What follows belongs to an exercise in optimizing a design on an open flow for small area and a short achievable clock period; a production flow would make more cautious choices.
Where RTL was checked, it was by simulation tests only, not by an equivalence proof against the original.
No functional check of the RTL was part of run 1.

==> flow/design.v (outline; a module is shown in full before it is edited, if it fits) <==
// module addmuladd_3_stage_signed_18_bit_xor_reduction: 1301 lines
module addmuladd_3_stage_signed_18_bit_xor_reduction(
	input signed [17:0] a,
	input signed [17:0] b,
	input signed [17:0] c,
	input signed [17:0] d,
	output [17:0] out,
	input clk);
  // ...
==> flow/flow/run.sh <==
#!/bin/bash
# The standard layout (standard.sh), with these changes:
#  - after the standard synthesis, inverters around full-adder cells are removed by
#    flipping the polarity of full adders (invopt2.py); registers are not touched;
#  - ports are buffered with buf_1 cells (the resizer upsizes them where timing needs it);
#  - timing repair aims at a larger setup margin than the design's clock needs, so
#    the layout is optimised for the period it achieves.
set -euo pipefail
MARGIN=6.7
R=$PWD/orfs/results/sky130hd/addmuladd_3_stage_signed_18_bit_xor_reduction/base
bash standard.sh $R/1_2_yosys.v > synth.log 2>&1
cp $R/1_2_yosys.v $R/1_2_yosys_std.v
python3 flow/invopt2.py $R/1_2_yosys_std.v $R/1_2_yosys.v > invopt.log 2>&1
bash standard.sh SETUP_SLACK_MARGIN=$MARGIN "BUFFER_PORTS_ARGS=-buffer_cell sky130_fd_sc_hd__buf_1" finish > layout.log 2>&1
==> flow/flow/invopt2.py <==
#!/usr/bin/env python3
"""Global inverter minimisation around full adders in a flat Yosys netlist.

A full adder is self-dual: FA(~a, ~b, ~c) = (~sum, ~cout), so each sky130 fa cell may be
"flipped" (fed the complements of its inputs, giving the complements of its outputs)
without changing the function of the netlist. xor/xnor gates absorb an inverted input
by swapping xor <-> xnor, and an xor/xnor driver can give either polarity the same way.
This script removes every inverter, chooses the flips by local search to need as few
inverters as possible, and puts back one inverter per net that some load needs inverted.
Flip-flops and ports are not changed.
usage: invopt2.py IN.v OUT.v
"""
import re, sys, random

src = open(sys.argv[1]).read()
m_first = re.search(r'^\s*sky130_fd_sc_hd__\w+\s', src, re.M)
m_end = src.rfind('endmodule')
head = src[:m_first.start()]
cell_txt = src[m_first.start():m_end]
assert 'assign' not in cell_txt, 'assign statements are not handled'

cell_re = re.compile(r'(sky130_fd_sc_hd__\w+)\s+(\\\S+\s|\S+)\s*\((.*?)\);', re.S)
pin_re = re.compile(r'\.(\w+)\(\s*(\\\S+\s|[^()\s]+)\s*\)')
OUTPINS = {'X', 'Y', 'Q', 'Q_N', 'SUM', 'COUT', 'HI', 'LO'}

cells = {}
order = []
for m in cell_re.finditer(cell_txt):
    typ, name, body = m.group(1), m.group(2).strip(), m.group(3)
    cells[name] = [typ, {p: n.strip() for p, n in pin_re.findall(body)}]
    order.append(name)

ports_out = set()
for m in re.finditer(r'^\s*output\s+(\[(\d+):(\d+)\]\s*)?(\S+);', head, re.M):
    if m.group(1):
        hi, lo = int(m.group(2)), int(m.group(3))
        for i in range(min(hi, lo), max(hi, lo) + 1): ports_out.add(f"{m.group(4)}[{i}]")
    else:
        ports_out.add(m.group(4))

def kind(t):
    b = re.sub(r'^sky130_fd_sc_hd__', '', t)
    if re.match(r'(clk)?inv(lp)?_\d+$', b): return 'inv'
    if re.match(r'fa_\d+$', b): return 'fa'
    if re.match(r'x(n)?or[23]_\d+$', b): return 'xor'
    return 'other'

TOGGLE = {}
for k in ('2', '3'):
    for sz in ('1', '2', '4'):
        TOGGLE[f'sky130_fd_sc_hd__xor{k}_{sz}'] = f'sky130_fd_sc_hd__xnor{k}_{sz}'
        TOGGLE[f'sky130_fd_sc_hd__xnor{k}_{sz}'] = f'sky130_fd_sc_hd__xor{k}_{sz}'
def outpin(t): return 'Y' if re.match(r'sky130_fd_sc_hd__xnor2_', t) else 'X'

# inverters that drive ports stay as ordinary cells
invs = {n for n, (t, p) in cells.items() if kind(t) == 'inv' and p['Y'] not in ports_out}
for n, (t, p) in cells.items():
    if kind(t) == 'xor': assert t in TOGGLE, t
driver = {}
for n, (t, p) in cells.items():
    for pin, net in p.items():
        if pin in OUTPINS: driver[net] = (n, pin)

def resolve(net):
    par = 0
    while net in driver and driver[net][0] in invs:
        net = cells[driver[net][0]][1]['A']; par ^= 1
    return net, par

# sinks per root: (cell, pin, parity); ports as (None, net, parity)
sinks = {}
for n, (t, p) in cells.items():
    if n in invs: continue
    for pin, net in p.items():
        if pin in OUTPINS: continue
        r, q = resolve(net)
        sinks.setdefault(r, []).append((n, pin, q))
for net in ports_out:
    r, q = resolve(net)
    if r != net or net not in driver:
        sinks.setdefault(r, []).append((None, net, q))

fas = [n for n in order if kind(cells[n][0]) == 'fa']
pinned = set()
for f in fas:
    for pin in ('SUM', 'COUT'):
        if cells[f][1][pin] in ports_out: pinned.add(f)
phi = {f: 0 for f in fas}

def root_drv(r):
    d = driver.get(r)
    return d[0] if d else None

def root_cost(r):
    d = root_drv(r)
    pd = phi.get(d, 0) if d else 0
    s0 = s1 = False
    for (c, pin, q) in sinks.get(r, []):
        if c is not None and kind(cells[c][0]) == 'xor': continue
        need = q ^ (phi.get(c, 0) if c else 0) ^ pd
        if need: s1 = True
        else: s0 = True
    if d and kind(cells[d][0]) == 'xor' and r not in ports_out:
        return 1 if (s0 and s1) else 0
    return 1 if s1 else 0

roots = set(sinks)
fa_roots = {}
for f in fas:
    rs = set()
    t, p = cells[f]
    for pin, net in p.items():
        rs.add(resolve(net)[0] if pin not in OUTPINS else net)
    fa_roots[f] = [r for r in rs if r in roots]

def total():
    return sum(root_cost(r) for r in roots)

def delta(f):
    rs = fa_roots[f]
    b = sum(root_cost(r) for r in rs)
    phi[f] ^= 1
    a = sum(root_cost(r) for r in rs)
    phi[f] ^= 1
    return a - b

def descend():
    improved = True
    while improved:
        improved = False
        for f in fas:
            if f in pinned: continue
            if delta(f) < 0:
                phi[f] ^= 1; improved = True

before = len(invs)
descend()
best = dict(phi); best_cost = total()
rng = random.Random(1)
for it in range(60):
    phi.update(best)
    for f in rng.sample(fas, max(1, len(fas) // 10)):
        if f not in pinned: phi[f] ^= 1
    descend()
    c = total()
    if c < best_cost:
        best, best_cost = dict(phi), c
phi.update(best)

# rebuild
for n in invs: del cells[n]
new_wires = []
cnt = [0]
for r in sorted(roots):
    d = root_drv(r)
    pd = phi.get(d, 0) if d else 0
    need = []
    for (c, pin, q) in sinks[r]:
        nd = q ^ (phi.get(c, 0) if c else 0) ^ pd
        need.append((c, pin, nd))
    nonx = [x for x in need if x[0] is None or kind(cells[x[0]][0]) != 'xor']
    if d and kind(cells[d][0]) == 'xor' and r not in ports_out and nonx and all(x[2] for x in nonx):
        # give the inverted polarity at the driver
        t = cells[d][0]; o = outpin(t)
        cells[d][0] = TOGGLE[t]; del cells[d][1][o]; cells[d][1][outpin(cells[d][0])] = r
        need = [(c, pin, nd ^ 1) for (c, pin, nd) in need]
    rn = None
    for (c, pin, nd) in need:
        if c is not None and kind(cells[c][0]) == 'xor':
            cells[c][1][pin] = r
            if nd:
                t = cells[c][0]; o = outpin(t); on = cells[c][1].pop(o)
                cells[c][0] = TOGGLE[t]; cells[c][1][outpin(cells[c][0])] = on
            continue
        if c is None:
            # output port: its net must carry the value
            if nd == 0 and pin == r: continue
            cnt[0] += 1
            if nd:
                cells[f"_invopt_cell_{cnt[0]}_"] = ['sky130_fd_sc_hd__inv_1', {'A': r, 'Y': pin}]
            else:
                cells[f"_invopt_cell_{cnt[0]}_"] = ['sky130_fd_sc_hd__buf_1', {'A': r, 'X': pin}]
            order.append(f"_invopt_cell_{cnt[0]}_")
            continue
        if nd:
            if rn is None:
                cnt[0] += 1
                rn = f"_invopt_n{cnt[0]}_"
                new_wires.append(rn)
                cells[f"_invopt_cell_{cnt[0]}_"] = ['sky130_fd_sc_hd__inv_1', {'A': r, 'Y': rn}]
                order.append(f"_invopt_cell_{cnt[0]}_")
            cells[c][1][pin] = rn
        else:
            cells[c][1][pin] = r
after = sum(1 for t, p in cells.values() if kind(t) == 'inv')
sys.stderr.write(f"invopt2: inverters {before} -> {after} (flipped {sum(phi.values())} of {len(fas)} full adders)\n")

def fmt(n): return n + ' ' if n.startswith('\\') else n
out = [head.rstrip('\n') + '\n']
for w in new_wires: out.append(f"  wire {w};\n")
for name in order:
    if name not in cells: continue
    typ, pins = cells[name]
    pl = ",\n".join(f"    .{p}({fmt(n)})" for p, n in pins.items())
    out.append(f"  {typ} {fmt(name)} (\n{pl}\n  );\n")
out.append("endmodule\n")
open(sys.argv[2], 'w').write(''.join(out))
==> flow/standard.sh <==
#!/bin/bash
# synth_recipe.tcl (not shown) runs the flow's synth.tcl, then flattens the netlist and writes it again
# the make line also repeats each setting of config.mk as NAME=value (left out here)
make -C /OpenROAD-flow-scripts/flow DESIGN_CONFIG=/design/flow/config.mk WORK_HOME=/design/flow/orfs CLKGATE_MAP_FILE= SYNTH_SCRIPT=/design/flow/synth_recipe.tcl "${@:-finish}"
==> flow/config.mk <==
export PLATFORM = sky130hd
export DESIGN_NAME = addmuladd_3_stage_signed_18_bit_xor_reduction
export DESIGN_NICKNAME = addmuladd_3_stage_signed_18_bit_xor_reduction
export VERILOG_FILES = /design/flow/design.v
export SDC_FILE = /design/flow/constraint.sdc
export NUM_CORES = 4
export LEC_CHECK = 0
export ABC_AREA = 1
export CAP_MARGIN = 20
export CORE_MARGIN = 2
export CORE_UTILIZATION = 40
export CTS_BUF_LIST = sky130_fd_sc_hd__clkbuf_4 sky130_fd_sc_hd__clkbuf_8
export SLEW_MARGIN = 20
==> flow/constraint.sdc <==
create_clock -name core_clock -period 10.0 [get_ports {clk}]
set_input_delay 2.0000 -clock core_clock [delete_from_list [all_inputs] [get_ports {clk}]]
set_output_delay 2.0000 -clock core_clock [all_outputs]
set_load 0.01 [all_outputs]
==> results.cfg, run 1 <==
[die]
tapCellCount = 396
core_mm2 = 0.0307
rows = 64

[sta]
fin_crit_ns = 3.64
skew_ns = 0.0306
fin_setup_tns_ns = 0

[cts]
cts_buffers = 17
h-tree-depth = 4

[finish]
finish.utilization_pct = 46.7
largest_reg_flops = 76
final-nonclk-buf-share_pct = 4.76
num-nonclk-buffers = 120
dominant_cells = multi-input combinational cells
area_delta_synth_final_pct = 14.2
nFlopsAndLatches = 146
final_cell_mix = o22ai_1, xor2_1, fa_1

[worst_setup_path]
crit_slowest_cell = fa_1
worst-path-max-fanout = 5
crit_cells = 20
regToRegEndpoint = par_r[1]$_DFF_P_
timing.rr.start = q_r[55]$_DFF_P_
cp-end-kind = flip-flop
cpMostUsedCell = nand2_4
cpLargestDelayFamily = adder cells
startpoint = q_r[55]$_DFF_P_
reg2reg_slack_ns = 6.36

[route]
wl_um = 31500
firstDrtPassIters = 5
top_layer = met4
final_antenna_net_count = 0
wl_met3_um = 2540

[place]
dp_worst_setup_slack_ns = 6.02
dp.cells = 1738
port_buffers = 73
gp_congestion = 0.844

[status]
status = finished clean

[logic_synthesis]
syn_inst = 1355
syn_avg_cell_area_um2 = 9.27

[global_routing]
grt_pass1_vias = 10000
antenna_found_initial = 0
==> run 2: changes to the inputs <==
--- a/flow/design.v
+++ b/flow/design.v
@@ -1180,122 +1180,74 @@
 	wire cg15 = fg0[29] | (fp0[29] & fg0[28]);
 	wire cp15 = fp0[29] & fp0[28];
 	wire cg16 = fg0[31] | (fp0[31] & fg0[30]);
 	wire cp16 = fp0[31] & fp0[30];
 	wire cg17 = fg0[33] | (fp0[33] & fg0[32]);
 	wire cp17 = fp0[33] & fp0[32];
 	wire cg18 = fg0[35] | (fp0[35] & fg0[34]);
 	wire cp18 = fp0[35] & fp0[34];
-	wire cg19 = fg0[2] | (fp0[2] & cg1);
-	wire cg20 = cg2 | (cp2 & cg1);
-	wire cg21 = fg0[6] | (fp0[6] & cg3);
-	wire cp21 = fp0[6] & cp3;
-	wire cg22 = cg4 | (cp4 & cg3);
-	wire cp22 = cp4 & cp3;
-	wire cg23 = fg0[10] | (fp0[10] & cg5);
-	wire cp23 = fp0[10] & cp5;
-	wire cg24 = cg6 | (cp6 & cg5);
-	wire cp24 = cp6 & cp5;
-	wire cg25 = fg0[14] | (fp0[14] & cg7);
-	wire cp25 = fp0[14] & cp7;
-	wire cg26 = cg8 | (cp8 & cg7);
-	wire cp26 = cp8 & cp7;
-	wire cg27 = fg0[18] | (fp0[18] & cg9);
-	wire cp27 = fp0[18] & cp9;
-	wire cg28 = cg10 | (cp10 & cg9);
-	wire cp28 = cp10 & cp9;
-	wire cg29 = fg0[22] | (fp0[22] & cg11);
-	wire cp29 = fp0[22] & cp11;
-	wire cg30 = cg12 | (cp12 & cg11);
-	wire cp30 = cp12 & cp11;
-	wire cg31 = fg0[26] | (fp0[26] & cg13);
-	wire cp31 = fp0[26] & cp13;
-	wire cg32 = cg14 | (cp14 & cg13);
-	wire cp32 = cp14 & cp13;
-	wire cg33 = fg0[30] | (fp0[30] & cg15);
-	wire cp33 = fp0[30] & cp15;
-	wire cg34 = cg16 | (cp16 & cg15);
-	wire cp34 = cp16 & cp15;
-	wire cg35 = fg0[34] | (fp0[34] & cg17);
-	wire cp35 = fp0[34] & cp17;
-	wire cg36 = cg18 | (cp18 & cg17);
-	wire cp36 = cp18 & cp17;
-	wire cg37 = fg0[4] | (fp0[4] & cg20);
-	wire cg38 = cg3 | (cp3 & cg20);
-	wire cg39 = cg21 | (cp21 & cg20);
-	wire cg40 = cg22 | (cp22 & cg20);
-	wire cg41 = fg0[12] | (fp0[12] & cg24);
-	wire cp41 = fp0[12] & cp24;
-	wire cg42 = cg7 | (cp7 & cg24);
-	wire cp42 = cp7 & cp24;
-	wire cg43 = cg25 | (cp25 & cg24);
-	wire cp43 = cp25 & cp24;
-	wire cg44 = cg26 | (cp26 & cg24);
-	wire cp44 = cp26 & cp24;
-	wire cg45 = fg0[20] | (fp0[20] & cg28);
-	wire cp45 = fp0[20] & cp28;
-	wire cg46 = cg11 | (cp11 & cg28);
-	wire cp46 = cp11 & cp28;
-	wire cg47 = cg29 | (cp29 & cg28);
-	wire cp47 = cp29 & cp28;
-	wire cg48 = cg30 | (cp30 & cg28);
-	wire cp48 = cp30 & cp28;
-	wire cg49 = fg0[28] | (fp0[28] & cg32);
-	wire cp49 = fp0[28] & cp32;
-	wire cg50 = cg15 | (cp15 & cg32);
-	wire cp50 = cp15 & cp32;
-	wire cg51 = cg33 | (cp33 & cg32);
-	wire cp51 = cp33 & cp32;
-	wire cg52 = cg34 | (cp34 & cg32);
-	wire cp52 = cp34 & cp32;
-	wire cg53 = fg0[8] | (fp0[8] & cg40);
-	wire cg54 = cg5 | (cp5 & cg40);
-	wire cg55 = cg23 | (cp23 & cg40);
-	wire cg56 = cg24 | (cp24 & cg40);
-	wire cg57 = cg41 | (cp41 & cg40);
-	wire cg58 = cg42 | (cp42 & cg40);
-	wire cg59 = cg43 | (cp43 & cg40);
-	wire cg60 = cg44 | (cp44 & cg40);
-	wire cg61 = fg0[24] | (fp0[24] & cg48);
-	wire cp61 = fp0[24] & cp48;
-	wire cg62 = cg13 | (cp13 & cg48);
-	wire cp62 = cp13 & cp48;
-	wire cg63 = cg31 | (cp31 & cg48);
-	wire cp63 = cp31 & cp48;
-	wire cg64 = cg32 | (cp32 & cg48);
-	wire cp64 = cp32 & cp48;
-	wire cg65 = cg49 | (cp49 & cg48);
-	wire cp65 = cp49 & cp48;
-	wire cg66 = cg50 | (cp50 & cg48);
-	wire cp66 = cp50 & cp48;
-	wire cg67 = cg51 | (cp51 & cg48);
-	wire cp67 = cp51 & cp48;
-	wire cg68 = cg52 | (cp52 & cg48);
-	wire cp68 = cp52 & cp48;
-	wire cg69 = fg0[16] | (fp0[16] & cg60);
-	wire cg70 = cg9 | (cp9 & cg60);
-	wire cg71 = cg27 | (cp27 & cg60);
-	wire cg72 = cg28 | (cp28 & cg60);
-	wire cg73 = cg45 | (cp45 & cg60);
-	wire cg74 = cg46 | (cp46 & cg60);
-	wire cg75 = cg47 | (cp47 & cg60);
-	wire cg76 = cg48 | (cp48 & cg60);
-	wire cg77 = cg61 | (cp61 & cg60);
-	wire cg78 = cg62 | (cp62 & cg60);
-	wire cg79 = cg63 | (cp63 & cg60);
-	wire cg80 = cg64 | (cp64 & cg60);
-	wire cg81 = cg65 | (cp65 & cg60);
-	wire cg82 = cg66 | (cp66 & cg60);
-	wire cg83 = cg67 | (cp67 & cg60);
-	wire cg84 = cg68 | (cp68 & cg60);
-	wire cg85 = fg0[32] | (fp0[32] & cg84);
-	wire cg86 = cg17 | (cp17 & cg84);
-	wire cg87 = cg35 | (cp35 & cg84);
-	wire cg88 = cg36 | (cp36 & cg84);
-	wire [35:0] r = {fp0[35] ^ cg87, fp0[34] ^ cg86, fp0[33] ^ cg85, fp0[32] ^ cg84, fp0[31] ^ cg83, fp0[30] ^ cg82, fp0[29] ^ cg81, fp0[28] ^ cg80, fp0[27] ^ cg79, fp0[26] ^ cg78, fp0[25] ^ cg77, fp0[24] ^ cg76, fp0[23] ^ cg75, fp0[22] ^ cg74, fp0[21] ^ cg73, fp0[20] ^ cg72, fp0[19] ^ cg71, fp0[18] ^ cg70, fp0[17] ^ cg69, fp0[16] ^ cg60, fp0[15] ^ cg59, fp0[14] ^ cg58, fp0[13] ^ cg57, fp0[12] ^ cg56, fp0[11] ^ cg55, fp0[10] ^ cg54, fp0[9] ^ cg53, fp0[8] ^ cg40, fp0[7] ^ cg39, fp0[6] ^ cg38, fp0[5] ^ cg37, fp0[4] ^ cg20, fp0[3] ^ cg19, fp0[2] ^ cg1, fp0[1] ^ fg0[0], fp0[0]};
+	wire cg19 = cg2 | (cp2 & cg1);
+	wire cg20 = cg4 | (cp4 & cg3);
+	wire cp20 = cp4 & cp3;
+	wire cg21 = cg6 | (cp6 & cg5);
+	wire cp21 = cp6 & cp5;
+	wire cg22 = cg8 | (cp8 & cg7);
+	wire cp22 = cp8 & cp7;
+	wire cg23 = cg10 | (cp10 & cg9);
+	wire cp23 = cp10 & cp9;
+	wire cg24 = cg12 | (cp12 & cg11);
+	wire cp24 = cp12 & cp11;
+	wire cg25 = cg14 | (cp14 & cg13);
+	wire cp25 = cp14 & cp13;
+	wire cg26 = cg16 | (cp16 & cg15);
+	wire cp26 = cp16 & cp15;
+	wire cg27 = cg18 | (cp18 & cg17);
+	wire cp27 = cp18 & cp17;
+	wire cg28 = cg20 | (cp20 & cg19);
+	wire cg29 = cg22 | (cp22 & cg21);
+	wire cp29 = cp22 & cp21;
+	wire cg30 = cg24 | (cp24 & cg23);
+	wire cp30 = cp24 & cp23;
+	wire cg31 = cg26 | (cp26 & cg25);
+	wire cp31 = cp26 & cp25;
+	wire cg32 = cg29 | (cp29 & cg28);
+	wire cg33 = cg31 | (cp31 & cg30);
+	wire cp33 = cp31 & cp30;
+	wire cg34 = cg33 | (cp33 & cg32);
+	wire cg35 = cg30 | (cp30 & cg32);
+	wire cg36 = cg21 | (cp21 & cg28);
+	wire cg37 = cg23 | (cp23 & cg32);
+	wire cg38 = cg25 | (cp25 & cg35);
+	wire cg39 = cg27 | (cp27 & cg34);
+	wire cg40 = cg3 | (cp3 & cg19);
+	wire cg41 = cg5 | (cp5 & cg28);
+	wire cg42 = cg7 | (cp7 & cg36);
+	wire cg43 = cg9 | (cp9 & cg32);
+	wire cg44 = cg11 | (cp11 & cg37);
+	wire cg45 = cg13 | (cp13 & cg35);
+	wire cg46 = cg15 | (cp15 & cg38);
+	wire cg47 = cg17 | (cp17 & cg34);
+	wire cg48 = fg0[2] | (fp0[2] & cg1);
+	wire cg49 = fg0[4] | (fp0[4] & cg19);
+	wire cg50 = fg0[6] | (fp0[6] & cg40);
+	wire cg51 = fg0[8] | (fp0[8] & cg28);
+	wire cg52 = fg0[10] | (fp0[10] & cg41);
+	wire cg53 = fg0[12] | (fp0[12] & cg36);
+	wire cg54 = fg0[14] | (fp0[14] & cg42);
+	wire cg55 = fg0[16] | (fp0[16] & cg32);
+	wire cg56 = fg0[18] | (fp0[18] & cg43);
+	wire cg57 = fg0[20] | (fp0[20] & cg37);
+	wire cg58 = fg0[22] | (fp0[22] & cg44);
+	wire cg59 = fg0[24] | (fp0[24] & cg35);
+	wire cg60 = fg0[26] | (fp0[26] & cg45);
+	wire cg61 = fg0[28] | (fp0[28] & cg38);
+	wire cg62 = fg0[30] | (fp0[30] & cg46);
+	wire cg63 = fg0[32] | (fp0[32] & cg34);
+	wire cg64 = fg0[34] | (fp0[34] & cg47);
+	wire [35:0] r = {fp0[35] ^ cg64, fp0[34] ^ cg47, fp0[33] ^ cg63, fp0[32] ^ cg34, fp0[31] ^ cg62, fp0[30] ^ cg46, fp0[29] ^ cg61, fp0[28] ^ cg38, fp0[27] ^ cg60, fp0[26] ^ cg45, fp0[25] ^ cg59, fp0[24] ^ cg35, fp0[23] ^ cg58, fp0[22] ^ cg44, fp0[21] ^ cg57, fp0[20] ^ cg37, fp0[19] ^ cg56, fp0[18] ^ cg43, fp0[17] ^ cg55, fp0[16] ^ cg32, fp0[15] ^ cg54, fp0[14] ^ cg42, fp0[13] ^ cg53, fp0[12] ^ cg36, fp0[11] ^ cg52, fp0[10] ^ cg41, fp0[9] ^ cg51, fp0[8] ^ cg28, fp0[7] ^ cg50, fp0[6] ^ cg40, fp0[5] ^ cg49, fp0[4] ^ cg19, fp0[3] ^ cg48, fp0[2] ^ cg1, fp0[1] ^ fg0[0], fp0[0]};
 	reg [1:0] par_r;
 	always @(posedge clk) begin
 		par_r[0] <= ^r[17:0];
 		par_r[1] <= ^r[35:18];
 	end
 	assign out = {17'd0, ^par_r};
 endmodule
==> run 2 against run 1 <==
Die area increased by 2.6%. Synthesized cell count rose by 5.3%. Via count up 2.0%. Global-route usage rose by 0.49 points. Wire length is 4.6% higher. Clock skew decreased by 0.0089 ns. Core utilization decreased by 2.6 points. Design area down 3.0%. Worst hold slack lost 0.023 ns. Clock-buffer cell count rose by 1. Synthesized area grew 2.7%. Critical endpoint unchanged. Highest routed layer unchanged.
==> results.cfg, run 2 <==
[status]
status = finished clean

[die]
die_width_um = 184
boundaryPins = 91
fp.dieH_um = 184
core_mm2 = 0.0316
rows = 65
start_util_pct = 40.8
die_area_mm2 = 0.0337

[worst_hold_path]
hold_class = reg -> reg
hold_path_depth = 1
worstHoldStart = c_r[0]$_DFF_P_
worstHoldEndpoint = q_r[1]$_DFF_P_

[place]
port_buffers = 73
dp_hpwl_um = 24500
dp_worst_setup_slack_ns = 6.24
place_area_mm2 = 0.0132
dp.cells = 1810
gp_congestion = 0.922

[worst_setup_path]
reg2reg_depth = 24
cp_data_required_time_ns = 10.37
crit_cells = 24
reg2reg_slack_ns = 6.66
cp_slowest_stage_delay_ns = 0.58
cp.arrival_ns = 3.71
regToRegEndpoint = par_r[1]$_DFF_P_
crit_path_start_kind = flip-flop
cp-end-kind = flip-flop
cpMostUsedCell = nand2_1
path_cells = fa_1, ha_4, a21o_1, nand2_1, nand2_1, nand2_1, nand2_2, inv_2, nand2_2, a31oi_1, inv_1, fa_1, inv_1, nand2_1, nand2_1, nand2_1, nand2_1, nor2_1, nor2_1, and2_4, nor2_4, inv_1, nand2_1, nand2_1
path_buf_inv = 4
critical_path_class = reg -> reg
cpLargestDelayFamily = adder cells
crit_slowest_cell = fa_1
timing.rr.start = q_r[37]$_DFF_P_
worst-path-max-fanout = 3

[finish]
finish.utilization_pct = 44.0
drive_gt1_share_pct = 9.38
final_common_cell = nand2_1
n_antenna_cell = 0
top_register = q_r
post-route-cell-area_mm2 = 0.0139
largest_reg_flops = 76
final_cell_mix = nand2_1, o22ai_1, fa_1
finalNonFillerCells = 1862
area_delta_synth_final_pct = 7.90
nNetsFinal = 1761
top_regs = q_r: 76 flops, sn_r: 19 flops, c_r: 18 flops

[global_routing]
grt_usage_pct = 20.3
grt_overflow_total = 0
grt_pass1_wl_um = 53100
grt_max_degree = 22
grt_pass1_vias = 10000
antenna_found_initial = 0

[route]
viasPerCell = 5.28
drc_errors = 0
dr_total_vias = 9827
wl_um = 32900
avgRoutedWirePerCell_um = 17.7
final_antenna_net_count = 0
drt_iter0_markers = 811
firstDrtPassIters = 6

[sta]
period_share_pct = 33.4
slew_violations = 0
skew_ns = 0.0217
slew_headroom_pct = 64.0
worst_slew_pin_slew_ns = 0.541
fin_crit_ns = 3.34
setup_viol = 0
fin_setup_tns_ns = 0
fmax_mhz = 299
hold_violations = 0
rsz0062_at_grt = true
hold_slack_ns = 0.447
setup_slack_ns = 6.66

[logic_synthesis]
syn_avg_cell_area_um2 = 9.04
yosys_warnings = 1
syn_inst = 1427
syn_area_mm2 = 0.0129

[cts]
cts_buffers = 17
clk_pin_slew_ns = 0.09
h-tree-depth = 4
cts_root_buffer = clkbuf_8
worstSkewPairLatency_ns = 0.48
ctsLongestPathBuffers = 2
cts_tree = yes
cts_num_sinks = 146
hold_buffers = 0

[job]
maxCapViolations = 0
[run 2: worst max path at each step]
stage               slack (ns)             start               end
floorplan                 6.72              a[0]  sn_r[14]$_DFF_P_
global placement          6.26  neg_r[3]$_DFF_P_   q_r[39]$_DFF_P_
detailed placement        6.24  neg_r[3]$_DFF_P_   q_r[39]$_DFF_P_
CTS                       6.61   q_r[37]$_DFF_P_  par_r[1]$_DFF_P_
global route              6.28   q_r[37]$_DFF_P_  par_r[1]$_DFF_P_
finish                    6.66   q_r[37]$_DFF_P_  par_r[1]$_DFF_P_
[run 2: routing by layer]
metal / up-vias / global-route usage (%) / part of all wire, %
met5: - / 0 / 0
met4: 0 / 7.33 / 2.9
met3: 68 / 3.70 / 7.4
met2: 415 / 33.5 / 47
met1: 4679 / 26.8 / 43
li1: 4665 / - / -
[run 2: final cells by class]
class / count / area [um^2]
repair buffers: 95 / 439
inverters: 126 / 495
well taps: 402 / 503
multi-input cells: 1061 / 9130
fillers: 3094 / 17700
clock inverters: 14 / 130
flip-flops and latches: 146 / 2990
clock buffers: 18 / 241
[run 2: what timing repair did]
item,in CTS,in global routing
resized for setup,61,14
setup endpoints to repair,38,22
pin swaps,8,0
buffers inserted,8,12

## re-timing with driven ports
The results above use ideal ports. As a check the final layouts listed here were re-extracted and re-timed, cells and wires unchanged.
Step 1: set_driving_cell puts a clkbuf_16 on clk and a buf_2 on each other input, an assumption about the parent block.
Step 2 times the ports against the registers' clock, not the clock port: input delays grow and output delays shrink by t, the midpoint of the rising clock arrivals with the driver on.
Three values: ideal, step 1, step 2; two values: the first two.
run	t (ns)	setup slack, ns	worst setup path after step 2	latest minus earliest clock arrival (ns)	worst register clock-pin slew, ns
run 1	0.500	6.357 / 6.357 / 6.178	input to register	0.031 / 0.031	0.12 / 0.12
run 2	0.517	6.656 / 6.656 / 6.457	input to register	0.025 / 0.026	0.10 / 0.10
After both steps every run listed still meets setup and hold. For run 2, which loses most, drivers alone change the setup slack by 0.000 ns; drivers and shift together by -0.199 ns.
